Background: an optimization exercise with open tools, aiming at small area and a short achievable clock period. Do not read the settings as production practice.
In this exercise RTL edits were held to simulation tests only and were not proved equivalent to the original.

## sin_cos
module sin_cos (
  input clock, input [15:0] angle, output [15:0] cos, output [15:0] sin);
clock: 6.5 ns
lec_check: 0
abc_area: 1
cap_margin: 20
core_margin: 2
core_utilization: 55
cts_buf_list: sky130_fd_sc_hd__clkbuf_16
cts_cluster_diameter: 80
cts_cluster_size: 24
setup_slack_margin: 3.9
slew_margin: 20
run.sh (not shown) runs the stock make flow with config.mk's settings and CLKGATE_MAP_FILE= SYNTH_SCRIPT=/design/flow/synth_recipe.tcl, a recipe that flattens the netlist after the stock synthesis.
The first run completed with no timing, DRC or antenna violations.
==> next run, changes <==
Settings changed: CORE_UTILIZATION 55 to 40, CTS_CLUSTER_DIAMETER 80 to 100, CTS_CLUSTER_SIZE 24 to 30.
Result: Non-clock buffer count is higher by 4; maximum frequency came out lower by 2.9%; first-iteration DRC count rose by 6.1%; die area grows by 37%.

* * *

== run 1 ==
sin_cos, a different RTL version from the one above (not shown whole).
Size: roughly 820 flip-flops, roughly 49 I/O pins, ~45000 sq um of cells after synthesis.
==> flow/config.mk <==
export PLATFORM = sky130hd
export DESIGN_NAME = sin_cos
export DESIGN_NICKNAME = sin_cos
export VERILOG_FILES = /design/flow/design.v
export SDC_FILE = /design/flow/constraint.sdc
export NUM_CORES = 4
export LEC_CHECK = 0
export ABC_AREA = 1
export CAP_MARGIN = 20
export CORE_MARGIN = 2
export CORE_UTILIZATION = 40
export CTS_BUF_LIST = sky130_fd_sc_hd__clkbuf_16
export CTS_CLUSTER_DIAMETER = 80
export CTS_CLUSTER_SIZE = 24
export SETUP_SLACK_MARGIN = 3.9
export SLEW_MARGIN = 20
==> flow/constraint.sdc <==
create_clock -name core_clock -period 6.5 [get_ports {clock}]
set_input_delay 1.3000 -clock core_clock [delete_from_list [all_inputs] [get_ports {clock}]]
set_output_delay 1.3000 -clock core_clock [all_outputs]
set_load 0.01 [all_outputs]
Run 1 has completed all stages; timing, DRC and antenna checks passed.
Input-level comparison between run 2 and run 1:
Settings: CORE_UTILIZATION: 40 -> 60; SETUP_SLACK_MARGIN: 3.9 -> 4.0.
Findings:
Diff run 1 -> run 2: wire length of the first global-routing pass picked up an extra 1.7%, area growth from synthesis to layout increased 0.98 points.
Of run 2 and run 1, run 1 shows the higher final period utilization, with run 2 below it.
The run with more setup slack is run 2; run 1 has less.
The full die area of run 2 falls short of that of run 1 by 33%.
Summary of the comparison: depth of the critical timing path with buffers and inverters included is lower in run 2, relative to run 1.
Setup changes, run 2 to run 3
Settings: CORE_UTILIZATION now 40, was 60.
## What came out
Comparing the two runs side by side, run 3 comes out ahead of run 2 on via count.
Delta (run 3 minus run 2): final cell count without fillers up about 9%, final critical delay including setup and external delays dropped 24 ps, number of setup buffers added after CTS moved down, number of detailed-routing iterations run before antenna repair grew by 3.
Starting density of the core, run 2 and run 3, lower one = run 3.
Looking at global routing usage on met1, run 3 sits 12 points lower than run 2 does.
Of run 2 and run 3, run 2 shows the lower design area, with run 3 above it.
## Diff of input files: run 4 against run 3
Settings: CORE_UTILIZATION changed from 40 to 50.
--- outcome ---
Run 4 — final-layout clock buffer total 1 lower, run 3 as reference. Beginning of the critical path = g3m[6]$_DFF_P_: run 4; beginning of the critical path = pc_d4[2]$_DFF_P_: run 3. Average via count per standard cell: run 4 vs run 3 up 0.31. Number of standard cells in the layout, taps in and fillers out delta for run 4 relative to run 3: 336 lower. Compared to run 3, run 4 shows a wider setup margin. Run 3 -> run 4: synthesized netlist cell count delta 0, exact match. Taking run 3 as the reference point, the global-route wire length before repair of run 4 rises by 1800 microns.
The inputs of run 5 differ from those of run 4 as listed below.
Settings: CORE_UTILIZATION changed from 50 to 70.
### Flow results
Having completed the whole flow, run 5 delivered a layout that passed the timing, design-rule and antenna checks.
Run 5 vs. run 4: maximum operating frequency went down by about 2%.
Number of placement rows of run 5 falls short of that of run 4 by more than 10%.
Min total inserted antenna cells across run 4 and run 5: run 4
Run 5 does better than run 4 on global-route wire length before repair.
Diff run 4 -> run 5: worst setup slack now smaller, post-synthesis cell count comparable, growth of design area from synthesis to finish now smaller, area occupied by multi-input gates now smaller.

* * *

Setup of job 101:
RTL: one of the versions met above, not the one the previous note started from.
Size in the first run: roughly 5800 cells after synthesis, about 49 I/O pins, about 0.046 sq mm of cells after synthesis.
==> flow/design.v (excerpt) <==
module sin_cos (
  input clock, input [15:0] angle, output [15:0] cos, output [15:0] sin);
reg e0_0; always @(posedge clock) e0_0 <= angle[15];
reg e0_1; always @(posedge clock) e0_1 <= e0_0;
reg e0_2; always @(posedge clock) e0_2 <= e0_1;
reg e0_3; always @(posedge clock) e0_3 <= e0_2;
reg e0_4; always @(posedge clock) e0_4 <= e0_3;
reg e0_5; always @(posedge clock) e0_5 <= e0_4;
reg e0_6; always @(posedge clock) e0_6 <= e0_5;
reg e0_7; always @(posedge clock) e0_7 <= e0_6;
reg e0_8; always @(posedge clock) e0_8 <= e0_7;
reg e0_9; always @(posedge clock) e0_9 <= e0_8;
reg e0_10; always @(posedge clock) e0_10 <= e0_9;
reg e0_11; always @(posedge clock) e0_11 <= e0_10;
reg e0_12; always @(posedge clock) e0_12 <= e0_11;
reg e0_13; always @(posedge clock) e0_13 <= e0_12;
reg e1_1; always @(posedge clock) e1_1 <= e1_0;
reg e1_2; always @(posedge clock) e1_2 <= e1_1;
reg e1_3; always @(posedge clock) e1_3 <= e1_2;
reg e1_4; always @(posedge clock) e1_4 <= e1_3;
reg e1_5; always @(posedge clock) e1_5 <= e1_4;
reg e1_6; always @(posedge clock) e1_6 <= e1_5;
reg e1_7; always @(posedge clock) e1_7 <= e1_6;
reg e1_8; always @(posedge clock) e1_8 <= e1_7;
reg e1_9; always @(posedge clock) e1_9 <= e1_8;
reg e1_10; always @(posedge clock) e1_10 <= e1_9;
  ...
Settings: LEC_CHECK=0, ABC_AREA=1, CAP_MARGIN=20, CORE_MARGIN=2, CORE_UTILIZATION=40, SETUP_SLACK_MARGIN=3.9, SLEW_MARGIN=20; clock period 6.5 ns.
Modified inputs, job 102 compared to job 101
Settings: CTS_BUF_LIST newly set to sky130_fd_sc_hd__clkbuf_16; CTS_CLUSTER_SIZE newly set to 24; CTS_CLUSTER_DIAMETER newly set to 80.
Notes after the runs:
Relative to job 101, clock-buffer cell count has gone down in job 102. Going from job 101 to job 102, the logic depth of the worst path, buffers included was found to have gone up by 1. Diff job 101..job 102 | multi-input combinational cell area | negligible. In job 102 relative to job 101, CTS buffer count had gone down by more than a quarter. Comparing job 102 and job 101, the lower wire length of the first global-routing pass was measured on job 102.

## afterwards: timing with drivers on the ports
The flow's constraints put no driver on any port. The routed layouts listed below were extracted and timed again, unchanged, in two steps. Step 1: set_driving_cell puts a clkbuf_16 on clock and a buf_2 on each other input, an assumption about the parent block. Step 2 adds t to the input delays and takes it off the output delays; t is the mean of the earliest and latest rising clock arrival at the registers after step 1. Input paths then give back, and output paths get back, about the clock's delay inside the block. Slacks: ideal / step 1 / step 2; pairs: ideal / step 1.
run	t (ns)	setup slack, ns	hold slack, ns	worst data-port slew with drivers (ns)	cell pins on the clock port's net
the first run of note 1	0.688	3.898 / 3.888 / 3.466	0.327 / 0.327 / 0.327	0.03	1
the second run of note 1	0.700	3.819 / 3.819 / 3.470	0.310 / 0.310 / 0.310	0.03	1
run 1	0.721	3.877 / 3.877 / 3.436	0.323 / 0.323 / 0.323	0.03	1
run 2	0.689	3.978 / 3.963 / 3.500	0.303 / 0.303 / 0.303	0.04	1
run 3	0.732	4.002 / 4.001 / 3.457	0.318 / 0.318 / 0.318	0.03	1
run 4	0.725	4.010 / 3.992 / 3.509	0.315 / 0.315 / 0.315	0.03	1
run 5	0.705	3.957 / 3.945 / 3.512	0.323 / 0.323 / 0.323	0.05	1
job 101	0.740	3.834 / 3.834 / 3.487	0.323 / 0.323 / 0.323	0.03	1
job 102	0.728	3.881 / 3.881 / 3.484	0.328 / 0.328 / 0.328	0.03	1
After both steps setup and hold are still met in every run listed. The setup slack of run 3, which loses most, moves by -0.001 ns with the drivers and by -0.545 ns with both steps.
